Context: an optimization exercise on an open-source flow, tuned for small area and a short achievable clock period. The choices shown serve that exercise and are no tape-out recipe.
Only simulation tests tie the RTL to the original design; equivalence was not proved.
No activity file was given, so power comes from the tool's default toggle rates.

--- flow/constraint.sdc ---
create_clock -name core_clock -period 4.0 [get_ports {CLK}]
set_input_delay 0.8000 -clock core_clock [delete_from_list [all_inputs] [get_ports {CLK}]]
set_output_delay 0.8000 -clock core_clock [all_outputs]
set_load 0.01 [all_outputs]
--- flow/design.v ---
module memory_unit(
    input CLK, RESET,  
    input [3:0] ADDR,  
    input [7:0] DATA_IN,  
    input READ, WRITE,  
    input [7:0] SEARCH_KEY,  
    output reg [7:0] DATA_OUT,  
    output reg [7:0] SEARCH_RESULT  
);
reg [7:0] dasd_memory [0:15];  
reg [7:0] cam_key [0:7];       
wire we = !RESET && !READ && WRITE;
always @(posedge CLK) begin
    if (we) begin
        dasd_memory[ADDR] <= DATA_IN;
        if (!ADDR[3])
            cam_key[ADDR[2:0]] <= SEARCH_KEY;
    end
end
reg [7:0] search;
integer i;
always @(*) begin
    search = 8'd0;
    for (i = 0; i < 8; i = i + 1)
        if (cam_key[i] == SEARCH_KEY)
            search = dasd_memory[i];
end
wire nrd;
g_inv u_nrd (.a(READ), .y(nrd));
wire [15:0] rsel;
mu_dec u_dec (.a(ADDR), .rd(READ), .sel(rsel));
wire [7:0] dout_d;
genvar g, b;
generate
    for (b = 0; b < 8; b = b + 1) begin : bits
        wire [15:0] v;
        for (g = 0; g < 16; g = g + 1) begin : w
            assign v[g] = dasd_memory[g][b];
        end
        wire d0, d1, d2, d3, d4, d5, e0, e1;
        g_a222oi u_d0 (.a1(rsel[0]), .a2(v[0]), .b1(rsel[1]), .b2(v[1]), .c1(rsel[2]), .c2(v[2]), .y(d0));
        g_a222oi u_d1 (.a1(rsel[3]), .a2(v[3]), .b1(rsel[4]), .b2(v[4]), .c1(rsel[5]), .c2(v[5]), .y(d1));
        g_a222oi u_d2 (.a1(rsel[6]), .a2(v[6]), .b1(rsel[7]), .b2(v[7]), .c1(rsel[8]), .c2(v[8]), .y(d2));
        g_a222oi u_d3 (.a1(rsel[9]), .a2(v[9]), .b1(rsel[10]), .b2(v[10]), .c1(rsel[11]), .c2(v[11]), .y(d3));
        g_a222oi u_d4 (.a1(rsel[12]), .a2(v[12]), .b1(rsel[13]), .b2(v[13]), .c1(rsel[14]), .c2(v[14]), .y(d4));
        g_a22oi  u_d5 (.a1(rsel[15]), .a2(v[15]), .b1(nrd), .b2(DATA_OUT[b]), .y(d5));
        g_nand3 u_e0 (.a(d0), .b(d1), .c(d2), .y(e0));
        g_nand3 u_e1 (.a(d3), .b(d4), .c(d5), .y(e1));
        g_or2 u_dy (.a(e0), .b(e1), .y(dout_d[b]));
    end
endgenerate
always @(posedge CLK or posedge RESET) begin
    if (RESET) begin
        DATA_OUT <= 8'd0;
        SEARCH_RESULT <= 8'd0;
    end else begin
        DATA_OUT <= dout_d;
        if (READ)
            SEARCH_RESULT <= search;
    end
end
endmodule
module mu_dec(input [3:0] a, input rd, output [15:0] sel);
    genvar i;
    generate
        for (i = 0; i < 16; i = i + 1) begin : d
            assign sel[i] = rd & (a == i);
        end
    endgenerate
endmodule
module g_inv(input a, output y);
    assign y = ~a;
endmodule
module g_nand3(input a, input b, input c, output y);
    assign y = ~(a & b & c);
endmodule
module g_or2(input a, input b, output y);
    assign y = a | b;
endmodule
module g_a22oi(input a1, input a2, input b1, input b2, output y);
    assign y = ~(a1 & a2 | b1 & b2);
endmodule
module g_a222oi(input a1, input a2, input b1, input b2, input c1, input c2, output y);
    assign y = ~(a1 & a2 | b1 & b2 | c1 & c2);
endmodule
--- flow/standard.sh ---
#!/bin/bash
# synth_recipe.tcl (not shown) runs the flow's synth.tcl, then flattens the netlist and writes it again
# the make line also repeats each setting of config.mk as NAME=value (left out here)
make -C /OpenROAD-flow-scripts/flow DESIGN_CONFIG=/design/flow/config.mk WORK_HOME=/design/flow/orfs CLKGATE_MAP_FILE= SYNTH_SCRIPT=/design/flow/synth_recipe.tcl "${@:-finish}"
--- flow/flow/make_args.txt ---
MATCH_CELL_FOOTPRINT=0
BUFFER_PORTS_ARGS=-buffer_cell sky130_fd_sc_hd__buf_2
CTS_ARGS=-sink_clustering_enable -repair_clock_nets -dont_use_dummy_load -buf_list sky130_fd_sc_hd__clkbuf_8 -sink_clustering_size 16 -sink_clustering_max_diameter 50
--- flow/flow/run.sh ---
#!/bin/bash
# Own layout flow: the standard synthesis, then the standard ORFS steps with
# extra make variables (flow/make_args.txt, one NAME=VALUE per line).
set -uo pipefail
here=$(cd "$(dirname "$0")" && pwd)
mapfile -t args < <(grep -v '^\s*#' "$here/make_args.txt" | grep -v '^\s*$')
printf '%s\n' "${args[@]}" > make_args_used.log
bash standard.sh synth > synth.log 2>&1 || exit 1
bash standard.sh "${args[@]}" finish > layout.log 2>&1
--- flow/config.mk ---
export PLATFORM = sky130hd
export DESIGN_NAME = memory_unit
export DESIGN_NICKNAME = memory_unit
export VERILOG_FILES = /design/flow/design.v
export SDC_FILE = /design/flow/constraint.sdc
export NUM_CORES = 4
export LEC_CHECK = 0
export CAP_MARGIN = 20
export CORE_MARGIN = 2
export CORE_UTILIZATION = 40
export SETUP_SLACK_MARGIN = 2.2
export SLEW_MARGIN = 20
export SYNTH_HIERARCHICAL = 1
export TNS_END_PERCENT = 10
==> flow_summary.json, run 1 <==
{
  "initial_core_util_pct": 40.8,
  "pin_count": 40,
  "cellLeakagePower_nw": 3.50,
  "grt_max_degree": 17,
  "ant_nets": 0,
  "drc": 0,
  "port_buffers": 39,
  "coreArea_um2": 21100,
  "layout-drive-gt1-share_pct": 34.5,
  "reg2reg_setup_slack_ns": 2.07,
  "fin_skew_ns": 0.0533,
  "worst-endpoint-arrival_ns": 2.39,
  "cp_slowest_cell": "a222oi_1",
  "syn_nets": 560,
  "htree_levels": 1,
  "dp_hpwl_mm": 14.4,
  "syn_area_per_cell_um2": 16.1,
  "drt_wl_total_mm": 22.3,
  "ys.flop_type": "edfxtp_1",
  "worst-path-buf-inv": 1,
  "power.density_nw_per_um2": 360,
  "grt_pass1_wl_mm": 33.4,
  "hp-class": "input port to asynchronous set/reset pin",
  "clockBufferDepth": 3,
  "fin_total_pwr_mw": 3.79,
  "holdWs_ns": 0.343,
  "cp_cell_sequence": "buf_16 -> nand3b_1 -> nor2_2 -> a222oi_1 -> nand3_1 -> or2_1",
  "synth.ff_latch_count": 208,
  "grt_pass1_vias": 5469,
  "die-area_um2": 22700,
  "die_w_um": 151,
  "status": "no timing/DRC/antenna violations",
  "fmax_mhz": 502,
  "routed_via_density": 5.81,
  "hold_viol_final": 0,
  "routabilityCongestion": 0.861,
  "clk_latency_ns": 0.52,
  "drt_iter0_drc": 593,
  "min_period_ns": 1.99,
  "post-route-util_pct": 49.9,
  "final_nets": 664,
  "ys_warn_count": 7,
  "synthDistinctLibCells": 44,
  "worst_slew_pin_slew_ns": 0.706,
  "stdcell_count": 913,
  "rr_worst_depth": 7,
  "crit_required_ns": 4.40,
  "critical_path_class": "input port to flop",
  "syn-instance-count": 536,
  "rsz0062_at_grt": "true",
  "max-cap-violations": 0,
  "syn-cell-area_um2": 8610,
  "ir_worst_vdd_uv": 309,
  "syn2layout_area_growth_pct": 22.2,
  "multiInputGateArea_um2": 2850,
  "r2r-end": "SEARCH_RESULT[6]",
  "slew_headroom_pct": 53.0,
  "root_buffer": "clkbuf_8",
  "synth_edf_count": 192,
  "async_flop_share_pct": 7.69,
  "std_cell_rows": 53,
  "path_max_fanout": 8,
  "end_kind": "flop",
  "dpl.cell_count": 842,
  "start_kind": "input port",
  "ys_seq_area_share_pct": 71.6,
  "crit_family": "simple AND/OR/NAND/NOR gates",
  "overflow": 0,
  "path_clk_slew_ns": 0.10,
  "antennaDiodeCount": 0,
  "nFillCells": 1764,
  "cts_tree": "done",
  "wl_per_cell_um": 24.4,
  "cts.sinks": 208,
  "grt_use_total_pct": 19.8,
  "setup_violations": 0,
  "setup_tns_ns": 0,
  "slew_viol_final": 0,
  "dieHeight_um": 151,
  "via_count": 5309,
  "post-route-period-util_pct": 49.8,
  "r2r-start": "cam_key[1][7]",
  "cts_made_buffers": 19,
  "detail_route.first_pass.iterations": 7,
  "critPathMaxStageDelay_ns": 0.55,
  "regArea_um2": 6170,
  "antenna_found_initial": 0
}
power breakdown:
group	leakage, nW	total [mW]	switching [mW]	internal (mW)
clock network	0.137	1.06	0.635	0.426
registers	1.94	2.42	0.0189	2.40
logic	1.43	0.304	0.183	0.122
total	3.50	3.79	0.836	2.95
metal layers:
layer  wire length (um)  track usage (%)  up-vias
li1                   -                -     2362
met1               9180             26.6     2687
met2              11000             33.2      210
met3               1430             3.03       50
met4                675             6.54        0
met5                  0                0        -
metrics by stage:
stage	area, um^2	worst slack [ns]
after detailed placement	9170	0.834
after CTS	10200	1.98
final	10500	2.01
after floorplan	8720	1.77
after global placement	9170	1.00
after global routing	10500	1.98
modules after synthesis, one instance, submodules excluded, excerpt:
| module | cells inside | times used |
|---|---|---|
| g_a22oi | 1 | 8 |
| g_nand3 | 1 | 16 |
| g_a222oi | 1 | 40 |
| mu_dec | 23 | 1 |
| memory_unit | 440 | 1 |
| g_or2 | 1 | 8 |
kinds of logic after synthesis:
family / after synthesis / share of synthesized area [%]
AO/OA/AOI/OAI: 96 / 9.84
AND/OR/NAND/NOR: 141 / 9.07
flip-flops: 208 / 71.6
XOR/XNOR: 64 / 6.86
buffers and inverters: 19 / 1.58
multiplexers: 8 / 1.05
cells in the mapped netlist (7+ instances only):
cell type	count	share of area, %
a21oi_1	11	0.64
xor2_1	44	4.5
edfxtp_1	192	67
nor3_1	17	0.99
dfrtp_1	16	4.6
a22oi_2	8	1.2
o21ai_0	7	0.41
xnor2_1	16	1.6
mux2_2	8	1.0
nor4_1	10	0.73
buf_6	7	0.92
or2_1	8	0.58
and3_1	9	0.65
o22a_1	8	0.81
nor2_1	39	1.7
a22o_1	8	0.81
nand2_1	7	0.31
nand3_1	18	1.0
nand3b_1	7	0.61
a222oi_1	40	4.6
cell type report:
type	instances	area share [%]
Clock buffer	19	2.49
Timing Repair Buffer	98	8.43
Multi-Input combinational cell	310	27.0
Inverter	3	0.143
Sequential cell	208	58.6
Tap cell	275	3.27
worst min-delay path, cell delays in order:
cell and delay [ns]:
buf_2 0.13, clkinvlp_4 0.07, buf_4 0.26
cell usage in the layout, fill, tap and decap left out, types with 8 or more instances in the layout:
cell      synthesis  layout
nor2_4            0      15
buf_4             3      47
and3_1            9       8
or2_1             8       8
clkbuf_8          0      19
a222oi_1         40      40
nand3_1          18      17
buf_2             1      26
a22o_1            8       8
nor2_1           39      12
o22a_1            8       8
xor2_2            4      11
edfxtp_1        192     192
buf_6             7      13
nor2_2            0      12
a21oi_1          11      10
xor2_1           44      37
dfrtp_1          16      16
a22oi_2           8       8
xnor2_1          16      16
registers in the layout, summed over array words and instances (netlist names):
name,flops
dasd_memory,128
cam_key,64
DATA_OUT,8
SEARCH_RESULT,8
what timing repair did:
item,4_1_cts,5_1_grt
setup endpoints to repair,212,160
cloned,2,1
pin swaps,26,20
hold buffers,0,0
buffers inserted,42,7
resized for setup,113,52
how the worst max path moves through the flow:
stage | start | endpoint | slack [ns] | cells past startpoint
after floorplan | ADDR[1] | cam_key[1][0] | 1.77 | 3
after global placement | RESET | dasd_memory[6][5] | 1.0 | 4
after detailed placement | ADDR[1] | dasd_memory[1][6] | 0.83 | 4
after CTS | SEARCH_KEY[5] | SEARCH_RESULT[7] | 1.98 | 7
after global routing | SEARCH_KEY[2] | SEARCH_RESULT[4] | 1.98 | 9
final | ADDR[3] | DATA_OUT[7] | 2.01 | 6
==> inputs of run 2 (changes only) <==
--- a/flow/config.mk
+++ b/flow/config.mk
@@ -8,7 +8,6 @@
 export CAP_MARGIN = 20
 export CORE_MARGIN = 2
 export CORE_UTILIZATION = 40
-export SETUP_SLACK_MARGIN = 2.2
+export SETUP_SLACK_MARGIN = 2.05
 export SLEW_MARGIN = 20
 export SYNTH_HIERARCHICAL = 1
-export TNS_END_PERCENT = 10
==> run 2 against run 1 <==
Net effect: first-iteration DRC count grew 40%; clock skew increased by 0.011 ns; worst hold slack got worse by 0.065 ns; non-clock buffer count shrank 2; synthesized area stayed put; count of clock-buffer cells in the layout unchanged; register-to-register slack gained 0.06 ns; sequential power hardly changed; largest cell class unchanged.
==> flow_summary.json, run 2 <==
{
  "htree_levels": 1,
  "setup_tns_ns": 0,
  "cellLeakagePower_nw": 3.48,
  "cp_slowest_cell": "a222oi_1",
  "power.density_nw_per_um2": 362,
  "root_buffer": "clkbuf_8",
  "grt_use_total_pct": 19.2,
  "ys.flop_type": "edfxtp_1",
  "clk_latency_ns": 0.55,
  "fmax_mhz": 501,
  "wl_per_cell_um": 24.6,
  "routed_via_density": 5.96,
  "layout_common_cells": "edfxtp_1 (192), buf_4 (46), a222oi_1 (40)",
  "post-route-period-util_pct": 49.9,
  "yosysTopAreaCell": "edfxtp_1",
  "cts_tree": "done",
  "syn_nets": 560,
  "async_flop_share_pct": 7.69,
  "p_seq_share_pct": 63.4,
  "regArea_um2": 6170,
  "synth.ff_latch_count": 208,
  "slew_headroom_pct": 50.2,
  "path_clk_slew_ns": 0.11,
  "clockPowerShare_pct": 28.6,
  "via_count": 5425,
  "crit_family": "simple AND/OR/NAND/NOR gates",
  "pwr-share-comb_pct": 8.0,
  "drt-met1-wl_mm": 8.81,
  "syn_area_per_cell_um2": 16.1,
  "dr.max_layer_used": "met4",
  "switching_share_pct": 22.6,
  "max-cap-violations": 0,
  "multiInputGateArea_um2": 2840,
  "ant_nets": 0,
  "worst-endpoint-arrival_ns": 2.42,
  "layout-drive-gt1-share_pct": 34.5,
  "critical_path_class": "input port to flop",
  "dpl.cell_count": 841,
  "fin_total_pwr_mw": 3.81,
  "dp_hpwl_mm": 14.6,
  "std_cell_rows": 53,
  "drc": 0,
  "syn2layout_area_growth_pct": 22.2,
  "grt_pass1_wl_mm": 32.5,
  "switching_power_uw": 863,
  "status": "no timing/DRC/antenna violations",
  "nFillCells": 1730,
  "drt_iter0_drc": 833,
  "detail_route.first_pass.iterations": 10,
  "coreArea_um2": 21100,
  "rsz0062_at_grt": "true",
  "die-area_um2": 22700,
  "synth.most_common_cell": "edfxtp_1",
  "netlist.area_leader.share_pct": 67.0,
  "hp-class": "input port to asynchronous set/reset pin",
  "regMostFlops": "dasd_memory",
  "start_kind": "input port",
  "ir_worst_vdd_uv": 297,
  "clockBufferDepth": 3,
  "routabilityCongestion": 0.862,
  "port_buffers": 39,
  "final_nets": 661,
  "grt_max_degree": 18,
  "cp_cell_sequence": "clkbuf_4 -> nand2b_4 -> nor2_4 -> a222oi_1 -> nand3_1 -> or2_1",
  "dieHeight_um": 151,
  "wl_met2_mm": 11.1,
  "grt_pass1_vias": 5298,
  "setup_violations": 0,
  "end_kind": "flop",
  "dr_wl_met3_mm": 1.63,
  "min_period_ns": 2.00,
  "cts.sinks": 208,
  "drt_wl_total_mm": 22.3,
  "antenna_found_initial": 0,
  "final_common_cell": "edfxtp_1",
  "cts_made_buffers": 19,
  "initial_core_util_pct": 40.8,
  "synth_edf_count": 192,
  "stdcell_count": 910,
  "ys_seq_area_share_pct": 71.6,
  "slew_viol_final": 0,
  "pin_count": 40,
  "syn-cell-area_um2": 8610,
  "ys_top_cells_by_area": "edfxtp_1 (67%), a222oi_1 (4.6%), dfrtp_1 (4.6%)",
  "critPathMaxStageDelay_ns": 0.67,
  "worst_slew_pin_slew_ns": 0.747,
  "fin_skew_ns": 0.0645,
  "largest_register_ffs": 128,
  "netlist_top_cells_count": "edfxtp_1 (192), xor2_1 (44), a222oi_1 (40)",
  "crit_required_ns": 4.43,
  "hold_viol_final": 0,
  "p_int_mw": 2.95,
  "synthDistinctLibCells": 44,
  "path_max_fanout": 10,
  "ys_warn_count": 7,
  "antennaDiodeCount": 0,
  "post-route-util_pct": 49.9,
  "syn-instance-count": 536,
  "worst-path-buf-inv": 1,
  "overflow": 0,
  "die_w_um": 151
}
## run 2: cell counts after synthesis
Identical to the previous run, type by type.
## run 2: per-module statistics from Yosys (local to each module, per instance)
module	cell area, um^2	cells
g_inv	3.75	1
memory_unit	7860	440
g_a222oi	10.0	1
mu_dec	118	23
g_nand3	5.00	1
g_a22oi	12.5	1
g_or2	6.26	1
## run 2: worst register-to-register path: cells and delay by family (launching register included)
family / cells / cell delay [ns]
simple gates: 4 / 0.85
xor+xnor: 1 / 0.16
buf+inv: 1 / 0.16
compound gates: 1 / 0.19
flops: 1 / 0.42
## run 2: cell families (layout without fill, tap and decap cells)
| logic type | count (synthesis) | after routing | synth area share (%) |
|---|---|---|---|
| buffers and inverters | 19 | 118 | 1.58 |
| AND/OR/NAND/NOR | 141 | 141 | 9.07 |
| AO/OA/AOI/OAI | 96 | 96 | 9.84 |
| multiplexers | 8 | 8 | 1.05 |
| flip-flops | 208 | 208 | 71.6 |
| XOR/XNOR | 64 | 64 | 6.86 |
## run 2: layout make-up
cell class / instances / share of cell area, %
multi-input combinational: 309 / 27.0
sequential: 208 / 58.6
timing repair buffer: 96 / 8.49
clock buffer: 19 / 2.48
tap: 275 / 3.27
inverter: 3 / 0.143
## run 2: per-stage QoR
stage,setup WS (ns),hold slack (ns),instance area (um^2)
CTS,1.95,0.288,9970
finish,2.00,0.278,10500
global route,2.02,0.295,10500
global placement,1.06,0.552,9190
detailed placement,1.01,0.575,9190
floorplan,1.77,0.524,8750
## run 2: worst paths after layout
kind,startpoint,slack [ns],endpoint,depth (start not counted)
setup / recovery,ADDR[1],2.00,DATA_OUT[1],6
hold / removal,RESET,0.28,DATA_OUT[6],3
setup reg to reg,cam_key[5][0],2.13,SEARCH_RESULT[0],7
hold reg to reg,dasd_memory[13][6],0.56,DATA_OUT[6],3
max in group asynchronous,RESET,3.50,SEARCH_RESULT[0],3
min in group core_clock,SEARCH_KEY[0],0.52,cam_key[7][0],1
## run 2: power by group through the flow
stage	Combinational (mW)	Sequential, mW	Clock (mW)
2_1_floorplan	0.126	2.47	0
3_3_place_gp	0.225	2.47	0
3_5_place_dp	0.229	2.47	0
4_1_cts	0.259	2.42	1.10
5_1_grt	0.324	2.42	1.17
6_report	0.305	2.42	1.09
## run 2: timing repair
action	in CTS	in global routing
hold buffers	0	0
hold endpoints to repair	0	0
cloned	1	1
resized for setup	91	61
setup endpoints to repair	137	63
pin swaps	21	39
setup buffers	21	27
## run 2: routing by layer
layer | up-vias | track usage, %
met2 | 291 | 32.7
li1 | 2367 | -
met5 | - | 0
met3 | 57 | 2.15
met1 | 2710 | 25.8
met4 | 0 | 6.17
==> inputs of run 3 (changes only) <==
--- a/flow/config.mk
+++ b/flow/config.mk
@@ -8,6 +8,6 @@
 export CAP_MARGIN = 20
 export CORE_MARGIN = 2
 export CORE_UTILIZATION = 40
-export SETUP_SLACK_MARGIN = 2.05
+export SETUP_SLACK_MARGIN = 2.3
 export SLEW_MARGIN = 20
 export SYNTH_HIERARCHICAL = 1
==> run 3 against run 2 <==
Net effect: combinational power increased by 11%; still clean on timing, DRC and antenna; design area grew 4.7%; total power up 2.6%; highest routed layer unchanged; first-iteration DRC count down 7.0%; sequential power hardly changed; cell count grew 2.2%; synthesized area stayed put; critical path depth decreased by 5; non-clock buffer count grew 15; die area is the same.
==> flow_summary.json, run 3 <==
{
  "status": "no timing/DRC/antenna violations",
  "pin_count": 40,
  "use_met3_pct": 3.42,
  "r2r-end": "SEARCH_RESULT[4]",
  "die-area_um2": 22700,
  "hold_viol_final": 0,
  "drt_wl_total_mm": 22.7,
  "worst-endpoint-arrival_ns": 1.12,
  "power.density_nw_per_um2": 355,
  "syn-instance-count": 536,
  "crit_required_ns": 3.20,
  "ys_top_cells_by_area": "edfxtp_1 (67%), a222oi_1 (4.6%), dfrtp_1 (4.6%)",
  "pwr-share-comb_pct": 8.7,
  "synthDistinctLibCells": 44,
  "syn-cell-area_um2": 8610,
  "root_buffer": "clkbuf_8",
  "layout-drive-gt1-share_pct": 41.1,
  "fin_skew_ns": 0.0822,
  "end_kind": "primary output",
  "synth_top_family_by_area": "compound AO/OA/AOI/OAI gates",
  "clockBufferDepth": 3,
  "synth-compound-area-share_pct": 9.84,
  "wl_per_cell_um": 24.4,
  "p_seq_share_pct": 61.9,
  "grt_max_degree": 17,
  "slew_viol_final": 0,
  "overflow": 0,
  "async_flop_share_pct": 7.69,
  "synth_xor_area_share_pct": 6.86,
  "synthAdderAreaFrac_pct": 0,
  "cp_cell_sequence": "buf_2",
  "htree_levels": 1,
  "std_cell_rows": 53,
  "netlist_top_cells_count": "edfxtp_1 (192), xor2_1 (44), a222oi_1 (40)",
  "port_buffers": 39,
  "ys.flop_type": "edfxtp_1",
  "final_common_cell": "edfxtp_1",
  "crit_family": "flip-flops",
  "start_kind": "flop",
  "syn_nets": 560,
  "cts_made_buffers": 22,
  "regMostFlops": "dasd_memory",
  "layout_common_cells": "edfxtp_1 (192), buf_4 (52), a222oi_1 (40)",
  "ys_warn_count": 7,
  "postCtsHoldBufs": 0,
  "syn_area_per_cell_um2": 16.1,
  "die_w_um": 151,
  "p_int_mw": 3.04,
  "critical_path_class": "flop to primary output",
  "min_period_ns": 1.92,
  "synth.ff_latch_count": 208,
  "ir_worst_vdd_uv": 276,
  "drc": 0,
  "switching_power_uw": 874,
  "reg2reg_setup_slack_ns": 2.12,
  "via_count": 5575,
  "antenna_found_initial": 0,
  "worst_slack_ns": 2.08,
  "clockPowerShare_pct": 29.4,
  "stdcell_count": 930,
  "cp_slowest_cell": "dfrtp_1",
  "coreArea_um2": 21100,
  "ys_seq_area_share_pct": 71.6,
  "grt_busiest_layer": "met2",
  "path_depth": 1,
  "cts.sinks": 208,
  "critPathMaxStageDelay_ns": 0.42,
  "hp-class": "input port to asynchronous set/reset pin",
  "use_met1_pct": 27.3,
  "place_area_um2": 9350,
  "dpl.cell_count": 838,
  "grt_use_total_pct": 20.0,
  "worst_slew_pin_slew_ns": 0.621,
  "rsz0062_at_grt": "true",
  "dp_hpwl_mm": 14.5,
  "design_area_um2": 11000,
  "cts_tree": "done",
  "ant_nets": 0,
  "post-route-period-util_pct": 48.1,
  "rr_worst_depth": 8,
  "largest_register_ffs": 128,
  "dieHeight_um": 151,
  "path_max_fanout": 2,
  "routed_via_density": 5.99,
  "yosysTopAreaCell": "edfxtp_1",
  "netlist.area_leader.share_pct": 67.0,
  "path_clk_slew_ns": 0.10,
  "r2r-start": "cam_key[5][7]",
  "setup_tns_ns": 0,
  "switching_share_pct": 22.4,
  "yosys.area_share.simple_pct": 9.07,
  "clk_latency_ns": 0.56,
  "initial_core_util_pct": 40.8,
  "synthMuxAreaShare_pct": 1.05,
  "cellLeakagePower_nw": 3.70,
  "slew_headroom_pct": 58.5,
  "drt_iter0_drc": 775,
  "dp_slack_ns": 0.930,
  "max-cap-violations": 0,
  "worst-path-buf-inv": 1,
  "grt_util_met2_pct": 33.0,
  "syn2layout_area_growth_pct": 28.0,
  "fmax_mhz": 520,
  "grt_pass1_wl_mm": 34.0,
  "synth_edf_count": 192,
  "routabilityCongestion": 0.938,
  "grt_pass1_vias": 5540,
  "setup_violations": 0,
  "final_nets": 680,
  "nFillCells": 1744,
  "detail_route.first_pass.iterations": 9,
  "synth.most_common_cell": "edfxtp_1"
}
## run 3: cell count changes in the layout (fill, tap and decap cells not counted), moves of 4 or more
| cell | before | now |
|---|---|---|
| a21oi_2 | 2 | 8 |
| buf_4 | 46 | 52 |
| nor2_4 | 13 | 19 |
| nor2_2 | 10 | 16 |
| buf_12 | 8 | 14 |
| nor3_4 | 6 | 12 |
| buf_2 | 27 | 22 |
| buf_6 | 6 | 15 |
| nor2_1 | 16 | 4 |
| nor3_1 | 6 | 2 |
| a21oi_1 | 8 | 2 |
## run 3: power by group through the flow
stage | clock [mW] | sequential (mW) | combinational, mW
floorplan | 0 | 2.47 | 0.137
global placement | 0 | 2.47 | 0.237
detailed placement | 0 | 2.47 | 0.243
CTS | 1.17 | 2.42 | 0.314
global route | 1.25 | 2.42 | 0.363
finish | 1.15 | 2.42 | 0.340
## run 3: cells by family (layout without fill, tap and decap cells)
kind of cell,after synthesis,count (layout)
xor+xnor,64,64
compound gates,96,96
buf+inv,19,136
mux,8,8
flops,208,208
simple gates,141,142
other cells,0,1
## run 3: routing by layer
layer / routed length, um / part of all wire (%) / vias to the layer above
li1: - / - / 2401
met1: 9140 / 40 / 2815
met2: 11100 / 49 / 298
met3: 1690 / 7.4 / 61
met4: 704 / 3.1 / 0
met5: 0 / 0 / -
## run 3: final cells by class
| type | instances | area (um^2) | share of cell area (%) |
|---|---|---|---|
| flip-flops and latches | 208 | 6170 | 55.9 |
| multi-input cells | 310 | 3070 | 27.9 |
| repair buffers | 111 | 1120 | 10.1 |
| well taps | 275 | 344 | 3.12 |
| clock buffers | 22 | 303 | 2.75 |
| inverters | 3 | 18.8 | 0.170 |
| diodes | 1 | 2.50 | 0.0227 |
## run 3: through the flow
| stage | hold slack [ns] | power [mW] | utilization [%] |
|---|---|---|---|
| after floorplan | 0.524 | 2.61 | - |
| after global placement | 0.545 | 2.70 | 44.3 |
| after detailed placement | 0.549 | 2.71 | 44.3 |
| after CTS | 0.425 | 3.91 | 50.1 |
| after global routing | 0.457 | 4.03 | 52.3 |
| final | 0.451 | 3.91 | 52.3 |
## run 3: worst max-delay path by stage
| stage | start | endpoint |
|---|---|---|
| after floorplan | SEARCH_KEY[4] | SEARCH_RESULT[3] |
| after global placement | SEARCH_KEY[7] | SEARCH_RESULT[0] |
| after detailed placement | SEARCH_KEY[7] | SEARCH_RESULT[0] |
| after CTS | DATA_OUT[2] | DATA_OUT[2] |
| after global routing | DATA_OUT[7] | DATA_OUT[7] |
| final | DATA_OUT[2] | DATA_OUT[2] |
## run 3: timing repair
item,CTS,global route
gates resized for setup,133,50
buffers inserted,51,16
pin swaps,52,46
endpoints found under the setup margin,168,128
gates cloned,1,1
## run 3: per-module statistics from Yosys (local to each module, per instance)
module       cell area, um^2  cells inside  flops+latches  copies in the design
g_or2                   6.26             1              0                     8
g_a22oi                 12.5             1              0                     8
mu_dec                   118            23              0                     1
g_a222oi                10.0             1              0                    40
g_nand3                 5.00             1              0                    16
g_inv                   3.75             1              0                     1
memory_unit             7860           440            208                     1
==> inputs of run 4 (changes only) <==
--- a/flow/config.mk
+++ b/flow/config.mk
@@ -8,6 +8,7 @@
 export CAP_MARGIN = 20
 export CORE_MARGIN = 2
 export CORE_UTILIZATION = 40
-export SETUP_SLACK_MARGIN = 2.3
+export PLACE_DENSITY = 0.75
+export SETUP_SLACK_MARGIN = 2.2
 export SLEW_MARGIN = 20
 export SYNTH_HIERARCHICAL = 1
==> run 4 against run 3 <==
Net effect: total power shrank 2.9%; largest power group unchanged; critical path type is now input port to flop; critical endpoint is now SEARCH_RESULT[7]; highest routed layer is now met5; global-route usage shrank 0.40 points; worst setup slack lost 0.067 ns.
==> flow_summary.json, run 4 <==
{
  "status": "no timing/DRC/antenna violations",
  "synthDistinctLibCells": 44,
  "dp_slack_ns": 0.907,
  "rsz0062_at_grt": "true",
  "worst-endpoint-arrival_ns": 2.41,
  "end_kind": "flop",
  "fin_total_pwr_mw": 3.80,
  "layout-drive-gt1-share_pct": 39.2,
  "p_seq_share_pct": 63.6,
  "grt_max_degree": 17,
  "ys.flop_type": "edfxtp_1",
  "grt_util_met2_pct": 32.1,
  "critical_path_class": "input port to flop",
  "post-route-util_pct": 52.0,
  "hp-class": "input port to asynchronous set/reset pin",
  "dp_hpwl_mm": 13.6,
  "worst_slack_ns": 2.01,
  "synth_edf_count": 192,
  "cts_made_buffers": 17,
  "die-area_um2": 22700,
  "syn_nets": 560,
  "layout_common_cells": "edfxtp_1 (192), buf_4 (65), a222oi_1 (40)",
  "post-route-period-util_pct": 49.8,
  "r2r-end": "SEARCH_RESULT[5]",
  "worst_slew_pin_slew_ns": 0.857,
  "antennaDiodeCount": 0,
  "reg2reg_setup_slack_ns": 2.03,
  "die_w_um": 151,
  "hold_viol_final": 0,
  "grt_pass1_wl_mm": 33.6,
  "clk_latency_ns": 0.51,
  "routed_via_density": 6.18,
  "pin_count": 40,
  "min_period_ns": 1.99,
  "cellLeakagePower_nw": 3.67,
  "fin_skew_ns": 0.0349,
  "use_met1_pct": 26.5,
  "syn_area_per_cell_um2": 16.1,
  "drt_iter0_drc": 1053,
  "grt_pass1_vias": 5535,
  "synth-compound-area-share_pct": 9.84,
  "detail_route.first_pass.iterations": 10,
  "via_count": 5779,
  "final_common_cell": "edfxtp_1",
  "r2r-start": "cam_key[5][3]",
  "setup_violations": 0,
  "port_buffers": 39,
  "drc": 0,
  "synth_top_family_by_area": "compound AO/OA/AOI/OAI gates",
  "netlist_top_cells_count": "edfxtp_1 (192), xor2_1 (44), a222oi_1 (40)",
  "yosysTopAreaCell": "edfxtp_1",
  "largest_register_ffs": 128,
  "clockPowerShare_pct": 26.8,
  "max-cap-violations": 0,
  "crit_required_ns": 4.42,
  "final_nets": 686,
  "slew_viol_final": 0,
  "dpl.cell_count": 837,
  "p_int_mw": 2.94,
  "clockBufferDepth": 3,
  "htree_levels": 1,
  "synth.ff_latch_count": 208,
  "switching_power_uw": 853,
  "overflow": 0,
  "netlist.area_leader.share_pct": 67.0,
  "path_max_fanout": 8,
  "routabilityCongestion": 0.904,
  "synth_xor_area_share_pct": 6.86,
  "slew_headroom_pct": 42.9,
  "synth.most_common_cell": "edfxtp_1",
  "holdWs_ns": 0.370,
  "use_met3_pct": 3.21,
  "ys_seq_area_share_pct": 71.6,
  "ir_worst_vdd_uv": 166,
  "pwr-share-comb_pct": 9.6,
  "cts.sinks": 208,
  "std_cell_rows": 53,
  "switching_share_pct": 22.5,
  "grt_use_total_pct": 19.7,
  "place_area_um2": 9220,
  "async_flop_share_pct": 7.69,
  "rr_worst_depth": 8,
  "stdcell_count": 935,
  "syn-instance-count": 536,
  "grt_busiest_layer": "met2",
  "design_area_um2": 11000,
  "dieHeight_um": 151,
  "regMostFlops": "dasd_memory",
  "power.density_nw_per_um2": 346,
  "synthMuxAreaShare_pct": 1.05,
  "ys_top_cells_by_area": "edfxtp_1 (67%), a222oi_1 (4.6%), dfrtp_1 (4.6%)",
  "synthAdderAreaFrac_pct": 0,
  "initial_core_util_pct": 40.8,
  "yosys.area_share.simple_pct": 9.07,
  "wl_per_cell_um": 24.5,
  "coreArea_um2": 21100,
  "root_buffer": "clkbuf_8",
  "ant_nets": 0,
  "path_clk_slew_ns": 0.12,
  "setup_tns_ns": 0,
  "ys_warn_count": 7,
  "nFillCells": 1600,
  "cts_tree": "done",
  "fmax_mhz": 502,
  "drt_wl_total_mm": 22.9,
  "syn2layout_area_growth_pct": 27.3,
  "syn-cell-area_um2": 8610,
  "antenna_found_initial": 1,
  "start_kind": "input port"
}
run 4: cell counts after synthesis:
Identical to the previous run, type by type.
run 4: final cells by class:
cell class,count,area [um^2],share of cell area (%)
timing repair buffer,122,1220,11.1
tap,275,344,3.14
multi-input combinational,310,2980,27.2
sequential,208,6170,56.2
clock buffer,17,234,2.13
inverter,3,18.8,0.171
run 4: worst max path at each step:
stage                              from           endpoint  slack, ns  cells past startpoint
after detailed placement           READ  dasd_memory[3][0]       0.91                      4
after global routing      cam_key[5][0]   SEARCH_RESULT[5]       1.96                      8
after CTS                       ADDR[1]  dasd_memory[5][6]       2.00                      4
after global placement             READ  dasd_memory[3][0]       0.95                      4
final                     SEARCH_KEY[2]   SEARCH_RESULT[7]       2.01                      8
after floorplan           SEARCH_KEY[4]   SEARCH_RESULT[3]       1.77                      8
run 4: kinds of logic (layout without fill, tap and decap cells):
group	after synthesis	in the layout
flops	208	208
mux	8	8
xor+xnor	64	64
simple gates	141	142
buf+inv	19	142
compound gates	96	96
run 4: layer usage:
layer / up-vias / share of wire (%)
met5: - / 0.048
met4: 2 / 4.5
met3: 85 / 10
met2: 462 / 48
met1: 2824 / 37
li1: 2406 / -
run 4: power groups by stage:
stage	logic, mW	clock network [mW]	registers [mW]
3_3_place_gp	0.225	0	2.47
4_1_cts	0.308	1.02	2.42
5_1_grt	0.382	1.09	2.42
3_5_place_dp	0.230	0	2.47
6_report	0.363	1.02	2.42
2_1_floorplan	0.130	0	2.47
run 4: Yosys stat by module (local to each module, per instance):
module | times used | cells inside
memory_unit | 1 | 440
mu_dec | 1 | 23
g_a22oi | 8 | 1
g_a222oi | 40 | 1
g_or2 | 8 | 1
g_nand3 | 16 | 1
g_inv | 1 | 1
run 4: timing repair:
item,CTS,global route
endpoints found under the setup margin,197,132
hold buffers,0,0
setup buffers,47,30
pin swaps,47,27
gates cloned,2,2
gates resized for setup,145,44
run 4: critical path: stages:
cell,delay (ns)
buf_16,0.13
buf_6,0.12
xor2_2,0.17
nor4_4,0.36
and3_4,0.33
a22o_1,0.24
nor2_1,0.07
a21oi_1,0.19
==> inputs of run 5 (changes only) <==
--- a/flow/config.mk
+++ b/flow/config.mk
@@ -8,7 +8,6 @@
 export CAP_MARGIN = 20
 export CORE_MARGIN = 2
 export CORE_UTILIZATION = 40
-export PLACE_DENSITY = 0.75
 export SETUP_SLACK_MARGIN = 2.2
 export SLEW_MARGIN = 20
 export SYNTH_HIERARCHICAL = 1
==> run 5 against run 4 <==
Net effect: still clean on timing, DRC and antenna; combinational power decreased by 9.6%; non-clock buffer count decreased by 19; register-to-register slack improved by 0.14 ns; synthesized area unchanged; worst setup slack improved by 0.047 ns; total power increased by 3.7%; synthesized cell count unchanged; clock skew increased by 0.063 ns; sequential share of layout area increased by 1.8 points; count of clock-buffer cells in the layout increased by 6.
==> flow_summary.json, run 5 <==
{
  "synth.most_common_cell": "edfxtp_1",
  "drt_wl_total_mm": 21.7,
  "syn2layout_area_growth_pct": 23.4,
  "port_buffers": 39,
  "fin_skew_ns": 0.0977,
  "post-route-util_pct": 50.4,
  "grt_use_total_pct": 19.2,
  "p_seq_share_pct": 61.4,
  "syn-cell-area_um2": 8610,
  "htree_levels": 1,
  "multiInputGateArea_um2": 2870,
  "syn_nets": 560,
  "cp_slowest_cell": "dfrtp_1",
  "ys_seq_area_share_pct": 71.6,
  "setup_tns_ns": 0,
  "hp-class": "input port to asynchronous set/reset pin",
  "switching_share_pct": 22.4,
  "routabilityCongestion": 0.935,
  "dpl.cell_count": 840,
  "grt_pass1_wl_mm": 32.3,
  "layout_common_cells": "edfxtp_1 (192), buf_4 (58), a222oi_1 (40)",
  "rsz0062_at_grt": "true",
  "fmax_mhz": 514,
  "dieHeight_um": 151,
  "ant_nets": 0,
  "dp_hpwl_mm": 14.3,
  "stdcell_count": 921,
  "ys_warn_count": 7,
  "root_buffer": "clkbuf_8",
  "routed_via_density": 5.88,
  "drc": 0,
  "ys.flop_type": "edfxtp_1",
  "setup_violations": 0,
  "cellLeakagePower_nw": 3.55,
  "r2r-start": "cam_key[1][4]",
  "yosysTopAreaCell": "edfxtp_1",
  "crit_required_ns": 3.20,
  "path_depth": 1,
  "cts_made_buffers": 23,
  "slew_viol_final": 0,
  "worst-path-buf-inv": 1,
  "power.density_nw_per_um2": 371,
  "netlist.area_leader.share_pct": 67.0,
  "cts.sinks": 208,
  "crit_family": "flip-flops",
  "synth_edf_count": 192,
  "clockBufferDepth": 3,
  "async_flop_share_pct": 7.69,
  "synthDistinctLibCells": 44,
  "die_w_um": 151,
  "coreArea_um2": 21100,
  "antenna_found_initial": 0,
  "rr_worst_depth": 6,
  "p_int_mw": 3.05,
  "max-cap-violations": 0,
  "end_kind": "primary output",
  "netlist_top_cells_count": "edfxtp_1 (192), xor2_1 (44), a222oi_1 (40)",
  "clk_latency_ns": 0.57,
  "syn_area_per_cell_um2": 16.1,
  "largest_register_ffs": 128,
  "status": "no timing/DRC/antenna violations",
  "final_common_cell": "edfxtp_1",
  "ir_worst_vdd_uv": 332,
  "slew_headroom_pct": 45.1,
  "synth-compound-area-share_pct": 9.84,
  "overflow": 0,
  "antennaDiodeCount": 0,
  "grt_max_degree": 17,
  "synth.ff_latch_count": 208,
  "std_cell_rows": 53,
  "pwr-share-comb_pct": 8.3,
  "synthAdderAreaFrac_pct": 0,
  "postCtsHoldBufs": 0,
  "nFillCells": 1753,
  "critical_path_class": "flop to primary output",
  "post-route-period-util_pct": 48.6,
  "die-area_um2": 22700,
  "switching_power_uw": 884,
  "start_kind": "flop",
  "cp_cell_sequence": "buf_2",
  "detail_route.first_pass.iterations": 6,
  "pin_count": 40,
  "drt_iter0_drc": 637,
  "critPathMaxStageDelay_ns": 0.42,
  "regMostFlops": "dasd_memory",
  "min_period_ns": 1.94,
  "yosys.area_share.simple_pct": 9.07,
  "critPathLaunch": "DATA_OUT[1]",
  "clockPowerShare_pct": 30.2,
  "wl_per_cell_um": 23.5,
  "initial_core_util_pct": 40.8,
  "via_count": 5418,
  "worst_slew_pin_slew_ns": 0.824,
  "cts_tree": "done",
  "path_max_fanout": 2,
  "path_clk_slew_ns": 0.10,
  "worst-endpoint-arrival_ns": 1.14,
  "regArea_um2": 6170,
  "synth_top_family_by_area": "compound AO/OA/AOI/OAI gates",
  "synthMuxAreaShare_pct": 1.05,
  "grt_pass1_vias": 5335,
  "ys_top_cells_by_area": "edfxtp_1 (67%), a222oi_1 (4.6%), dfrtp_1 (4.6%)",
  "synth_xor_area_share_pct": 6.86,
  "layout-drive-gt1-share_pct": 35.4,
  "hold_viol_final": 0,
  "final_nets": 672,
  "syn-instance-count": 536
}
-- run 5: cell types whose count changed in the layout (fill, tap and decap cells not counted), sizes merged --
| cell | previous run | this run |
|---|---|---|
| buf | 119 | 101 |
| nand2 | 9 | 8 |
| clkbuf | 20 | 25 |
| clkinv | 0 | 1 |
| clkinvlp | 2 | 1 |
-- run 5: modules after synthesis, one instance, submodules excluded --
module	times used	cells inside	cell area, um^2	flops+latches
g_a22oi	8	1	12.5	0
g_a222oi	40	1	10.0	0
g_inv	1	1	3.75	0
mu_dec	1	23	118	0
g_or2	8	1	6.26	0
memory_unit	1	440	7860	208
g_nand3	16	1	5.00	0
-- run 5: logic make-up (layout without fill, tap and decap cells) --
logic type,after synthesis,count (layout)
compound gates,96,96
flops,208,208
mux,8,8
buf+inv,19,129
xor+xnor,64,64
simple gates,141,141
-- run 5: power groups by stage --
stage	logic (mW)	clock network (mW)	registers [mW]
global route	0.351	1.29	2.42
CTS	0.295	1.20	2.42
floorplan	0.130	0	2.47
global placement	0.229	0	2.47
finish	0.328	1.19	2.42
detailed placement	0.234	0	2.47
-- run 5: worst min-delay path, stage by stage --
cell and delay [ns]:
buf_2 0.14, clkinvlp_4 0.08, buf_4 0.26
-- run 5: layout make-up --
| cell class | instances | share of cell area (%) |
|---|---|---|
| flip-flops and latches | 208 | 58.0 |
| well taps | 275 | 3.24 |
| repair buffers | 103 | 8.63 |
| clock buffers | 23 | 2.98 |
| multi-input cells | 309 | 27.0 |
| inverters | 3 | 0.141 |
-- run 5: through the flow --
step	instance area [um^2]	power (mW)	hold slack (ns)	worst slack [ns]
after floorplan	8810	2.60	0.524	1.77
after global placement	9250	2.70	0.553	0.988
after detailed placement	9250	2.70	0.555	0.954
after CTS	10300	3.92	0.301	2.01
after global routing	10600	4.06	0.324	2.01
final	10600	3.94	0.316	2.06
-- run 5: layer usage --
| metal | track usage, % | up-vias | share of wire (%) |
|---|---|---|---|
| met5 | 0 | - | 0 |
| met4 | 7.01 | 0 | 2.9 |
| met3 | 3.45 | 46 | 7.7 |
| met2 | 30.8 | 261 | 49 |
| met1 | 26.4 | 2728 | 41 |
| li1 | - | 2383 | - |
-- run 5: repair_timing --
item	CTS	global route
buffers inserted	36	20
cloned	1	1
setup endpoints to repair	186	88
pin swaps	35	34
gates resized for setup	111	38
-- run 5: final timing paths --
kind,slack (ns),to
setup / recovery,2.06,DATA_OUT[1]
hold / removal,0.32,DATA_OUT[7]
hold reg to reg,0.55,DATA_OUT[1]
setup reg to reg,2.17,SEARCH_RESULT[5]
max in group asynchronous,3.42,DATA_OUT[0]
min in group core_clock,0.53,cam_key[3][7]
==> inputs of run 6 (changes only) <==
==> flow/flow/make_args.txt (replaced) <==
MATCH_CELL_FOOTPRINT=0
BUFFER_PORTS_ARGS=-buffer_cell sky130_fd_sc_hd__buf_2
CTS_ARGS=-sink_clustering_enable -repair_clock_nets -dont_use_dummy_load -buf_list sky130_fd_sc_hd__clkbuf_8 sky130_fd_sc_hd__clkbuf_16 -sink_clustering_size 20 -sink_clustering_max_diameter 60
==> run 6 against run 5 <==
Net effect: the run now fails in clock tree synthesis; synthesized cell count is the same; synthesized area is the same.
==> flow_summary.json, run 6 <==
{
  "status": "did not finish",
  "lastStage": "clock tree synthesis",
  "firstError": "[ERROR STA-0564] clock_tree_synthesis positional arguments not supported.",
  "netlist_top_cells_count": "edfxtp_1 (192), xor2_1 (44), a222oi_1 (40)",
  "die_w_um": 151,
  "yosysTopAreaCell": "edfxtp_1",
  "syn-instance-count": 536,
  "initial_core_util_pct": 40.8,
  "std_cell_rows": 53,
  "yosys.area_share.simple_pct": 9.07,
  "ys_top_cells_by_area": "edfxtp_1 (67%), a222oi_1 (4.6%), dfrtp_1 (4.6%)",
  "synth_top_family_by_area": "compound AO/OA/AOI/OAI gates",
  "routabilityCongestion": 0.935,
  "ys_warn_count": 7,
  "synth-compound-area-share_pct": 9.84,
  "dieHeight_um": 151,
  "synth.ff_latch_count": 208,
  "ys.flop_type": "edfxtp_1",
  "netlist.area_leader.share_pct": 67.0,
  "syn_nets": 560,
  "ys_seq_area_share_pct": 71.6,
  "async_flop_share_pct": 7.69,
  "dp_hpwl_mm": 14.3,
  "synth_edf_count": 192,
  "port_buffers": 39,
  "synthDistinctLibCells": 44,
  "synthMuxAreaShare_pct": 1.05,
  "pin_count": 40,
  "syn_area_per_cell_um2": 16.1,
  "synthAdderAreaFrac_pct": 0,
  "synth.most_common_cell": "edfxtp_1",
  "syn-cell-area_um2": 8610,
  "synth_xor_area_share_pct": 6.86
}
run 6: cell counts after synthesis:
Identical to the previous run, type by type.
run 6: stage by stage:
step / instance area, um^2 / setup WS (ns) / hold slack (ns) / power (mW) / std cells
3_5_place_dp: 9250 / 0.954 / 0.555 / 2.70 / 840
3_3_place_gp: 9250 / 0.988 / 0.553 / 2.70 / 840
2_1_floorplan: 8810 / 1.77 / 0.524 / 2.60 / 536
run 6: modules after synthesis (local to each module, per instance):
module	flip-flops and latches	times used	cell area [um^2]
g_inv	0	1	3.75
g_or2	0	8	6.26
mu_dec	0	1	118
memory_unit	208	1	7860
g_a222oi	0	40	10.0
g_nand3	0	16	5.00
g_a22oi	0	8	12.5
run 6: worst max-delay path by stage:
stage,startpoint,endpoint,slack (ns),cells past startpoint
after floorplan,SEARCH_KEY[4],SEARCH_RESULT[3],1.77,8
after global placement,SEARCH_KEY[4],SEARCH_RESULT[6],0.99,7
after detailed placement,SEARCH_KEY[4],SEARCH_RESULT[0],0.95,7
run 6: kinds of logic after synthesis:
group,Yosys count
AOI/OAI and AO/OA,96
muxes,8
buffers and inverters,19
and+or+nand+nor,141
DFF,208
xor gates and xnor gates,64
run 6: power groups by stage:
stage	clock (mW)	combinational (mW)	sequential (mW)
2_1_floorplan	0	0.130	2.47
3_3_place_gp	0	0.229	2.47
3_5_place_dp	0	0.234	2.47
==> inputs of run 7 (changes only) <==
==> flow/flow/make_args.txt (replaced) <==
MATCH_CELL_FOOTPRINT=0
BUFFER_PORTS_ARGS=-buffer_cell sky130_fd_sc_hd__buf_2
CTS_ARGS=-sink_clustering_enable -repair_clock_nets -dont_use_dummy_load -buf_list sky130_fd_sc_hd__clkbuf_4 -sink_clustering_size 10 -sink_clustering_max_diameter 40
==> run 7 against run 6 <==
Net effect: now clean on timing, DRC and antenna; synthesized area unchanged; synthesized cell count unchanged.
==> flow_summary.json, run 7 <==
{
  "root_buffer": "clkbuf_4",
  "max-cap-violations": 0,
  "routed_via_density": 5.92,
  "power.density_nw_per_um2": 363,
  "cellLeakagePower_nw": 3.52,
  "antenna_found_initial": 1,
  "holdWs_ns": 0.180,
  "critical_path_class": "flop to primary output",
  "post-route-period-util_pct": 50.3,
  "pin_count": 40,
  "end_kind": "primary output",
  "cts_tree": "done",
  "std_cell_rows": 53,
  "drc": 0,
  "syn-instance-count": 536,
  "via_count": 5568,
  "synth.ff_latch_count": 208,
  "crit_required_ns": 3.20,
  "die_w_um": 151,
  "start_kind": "flop",
  "wl_per_cell_um": 23.4,
  "dp_hpwl_mm": 14.3,
  "largest_register_ffs": 128,
  "layout_common_cells": "edfxtp_1 (192), buf_4 (65), xor2_1 (42)",
  "setup_violations": 0,
  "async_flop_share_pct": 7.69,
  "grt_pass1_wl_mm": 31.9,
  "min_period_ns": 2.01,
  "worst_slew_pin_slew_ns": 0.832,
  "initial_core_util_pct": 40.8,
  "drt_wl_total_mm": 22.0,
  "drt_iter0_drc": 663,
  "yosysTopAreaCell": "edfxtp_1",
  "syn-cell-area_um2": 8610,
  "final_common_cell": "edfxtp_1",
  "syn_area_per_cell_um2": 16.1,
  "crit_family": "flip-flops",
  "synthDistinctLibCells": 44,
  "fmax_mhz": 497,
  "synth.most_common_cell": "edfxtp_1",
  "ys_seq_area_share_pct": 71.6,
  "grt_max_degree": 18,
  "postCtsHoldBufs": 0,
  "netlist_top_cells_count": "edfxtp_1 (192), xor2_1 (44), a222oi_1 (40)",
  "ys_top_cells_by_area": "edfxtp_1 (67%), a222oi_1 (4.6%), dfrtp_1 (4.6%)",
  "clk_latency_ns": 0.64,
  "setup_tns_ns": 0,
  "cp_cell_sequence": "buf_2",
  "fin_skew_ns": 0.108,
  "ys_warn_count": 7,
  "status": "no timing/DRC/antenna violations",
  "critPathMaxStageDelay_ns": 0.41,
  "worst-path-buf-inv": 1,
  "regMostFlops": "dasd_memory",
  "hold_viol_final": 0,
  "detail_route.first_pass.iterations": 10,
  "rsz0062_at_grt": "true",
  "nFillCells": 1787,
  "routabilityCongestion": 0.935,
  "hp-class": "input port to asynchronous set/reset pin",
  "coreArea_um2": 21100,
  "ant_nets": 0,
  "fin_total_pwr_mw": 3.80,
  "path_clk_slew_ns": 0.09,
  "die-area_um2": 22700,
  "dieHeight_um": 151,
  "syn2layout_area_growth_pct": 21.5,
  "ys.flop_type": "edfxtp_1",
  "cts_made_buffers": 34,
  "path_max_fanout": 2,
  "grt_pass1_vias": 5302,
  "final_nets": 690,
  "port_buffers": 39,
  "synth_edf_count": 192,
  "htree_levels": 2,
  "layout-drive-gt1-share_pct": 36.3,
  "clockBufferDepth": 3,
  "ir_worst_vdd_uv": 260,
  "netlist.area_leader.share_pct": 67.0,
  "slew_viol_final": 0,
  "syn_nets": 560,
  "cts.sinks": 208,
  "worst_slack_ns": 1.99,
  "overflow": 0,
  "grt_use_total_pct": 19.1,
  "worst-endpoint-arrival_ns": 1.21,
  "slew_headroom_pct": 44.6,
  "cp_slowest_cell": "dfrtp_1",
  "dp_slack_ns": 0.954
}
-- run 7: cell counts after synthesis --
No cell type changed its count.
-- run 7: cell families after synthesis --
group                     Yosys count  share of synthesized area, %
muxes                               8                          1.05
and+or+nand+nor                   141                          9.07
buffers and inverters              19                          1.58
xor gates and xnor gates           64                          6.86
AOI/OAI and AO/OA                  96                          9.84
DFF                               208                          71.6
-- run 7: stage by stage --
stage          cell area (um^2)  utilization [%]  instances
6_report                  10500             49.6        940
3_5_place_dp               9250             43.8        840
3_3_place_gp               9250             43.8        840
4_1_cts                    9940             47.1        898
5_1_grt                   10500             49.6        940
2_1_floorplan              8810                -        536
-- run 7: routing by layer --
layer	part of all wire [%]	routed length, um	GRT usage (%)
met1	40	8760	25.9
met2	47	10400	29.7
met3	8.8	1940	4.52
met4	4.3	940	8.22
met5	0	0	0
-- run 7: final cells by class --
| type | instances | area [um^2] | area share [%] |
|---|---|---|---|
| Sequential cell | 208 | 6170 | 58.9 |
| Clock buffer | 34 | 255 | 2.44 |
| Antenna cell | 1 | 2.50 | 0.0239 |
| Tap cell | 275 | 344 | 3.29 |
| Inverter | 3 | 15.0 | 0.144 |
| Timing Repair Buffer | 110 | 908 | 8.68 |
| Multi-Input combinational cell | 309 | 2770 | 26.5 |
-- run 7: what timing repair did --
action / CTS / global route
cloned: 0 / 2
endpoints found under the setup margin: 160 / 102
setup buffers: 24 / 39
pin swaps: 18 / 22
gates resized for setup: 82 / 41
hold endpoints to repair: 0 / 0
-- run 7: power breakdown --
group | internal (mW) | switching, mW | total (mW)
clock network | 0.391 | 0.671 | 1.06
registers | 2.40 | 0.0167 | 2.42
logic | 0.135 | 0.184 | 0.319
-- run 7: modules after synthesis, one instance, submodules excluded --
module       flip-flops and latches  copies in the design
g_or2                             0                     8
g_a22oi                           0                     8
g_inv                             0                     1
g_a222oi                          0                    40
g_nand3                           0                    16
mu_dec                            0                     1
memory_unit                     208                     1
-- run 7: final timing paths --
kind	cells after the start	slack [ns]	startpoint	to
worst max-delay path	1	1.99	SEARCH_RESULT[1]	SEARCH_RESULT[1]
worst min register to register	3	0.52	dasd_memory[9][1]	DATA_OUT[1]
max in group asynchronous	3	3.62	RESET	SEARCH_RESULT[3]
worst max register to register	8	2.16	cam_key[5][4]	SEARCH_RESULT[7]
worst min-delay path	3	0.18	RESET	DATA_OUT[6]
min in group core_clock	1	0.48	SEARCH_KEY[7]	cam_key[2][7]

separate check: timing with driven ports:
No port has a modelled driver above. Below, the same layouts with a new extraction and two added sets of constraints. Step 1, drivers: a clkbuf_16 drives CLK and a buf_2 each remaining input, both assumed. Step 2, shift: input delay + t, output delay - t, t = (earliest + latest rising clock arrival at the registers) / 2. This alone moves slack from input paths to output paths. Three values: ideal, step 1, step 2; two values: the first two.
run | t, ns | setup slack, ns | worst slew at a driven data input, ns
run 1 | 0.533 | 2.009 / 1.964 / 1.430 | 0.09
run 2 | 0.557 | 2.003 / 1.979 / 1.421 | 0.08
run 3 | 0.557 | 2.076 / 2.025 / 1.467 | 0.16
run 4 | 0.534 | 2.009 / 1.948 / 1.414 | 0.18
run 5 | 0.557 | 2.056 / 2.016 / 1.468 | 0.12
run 7 | 0.626 | 1.987 / 1.919 / 1.293 | 0.18
After both steps setup and hold are still met in every run listed. The setup slack of run 7, which loses most, moves by -0.068 ns with the drivers and by -0.694 ns with both steps.
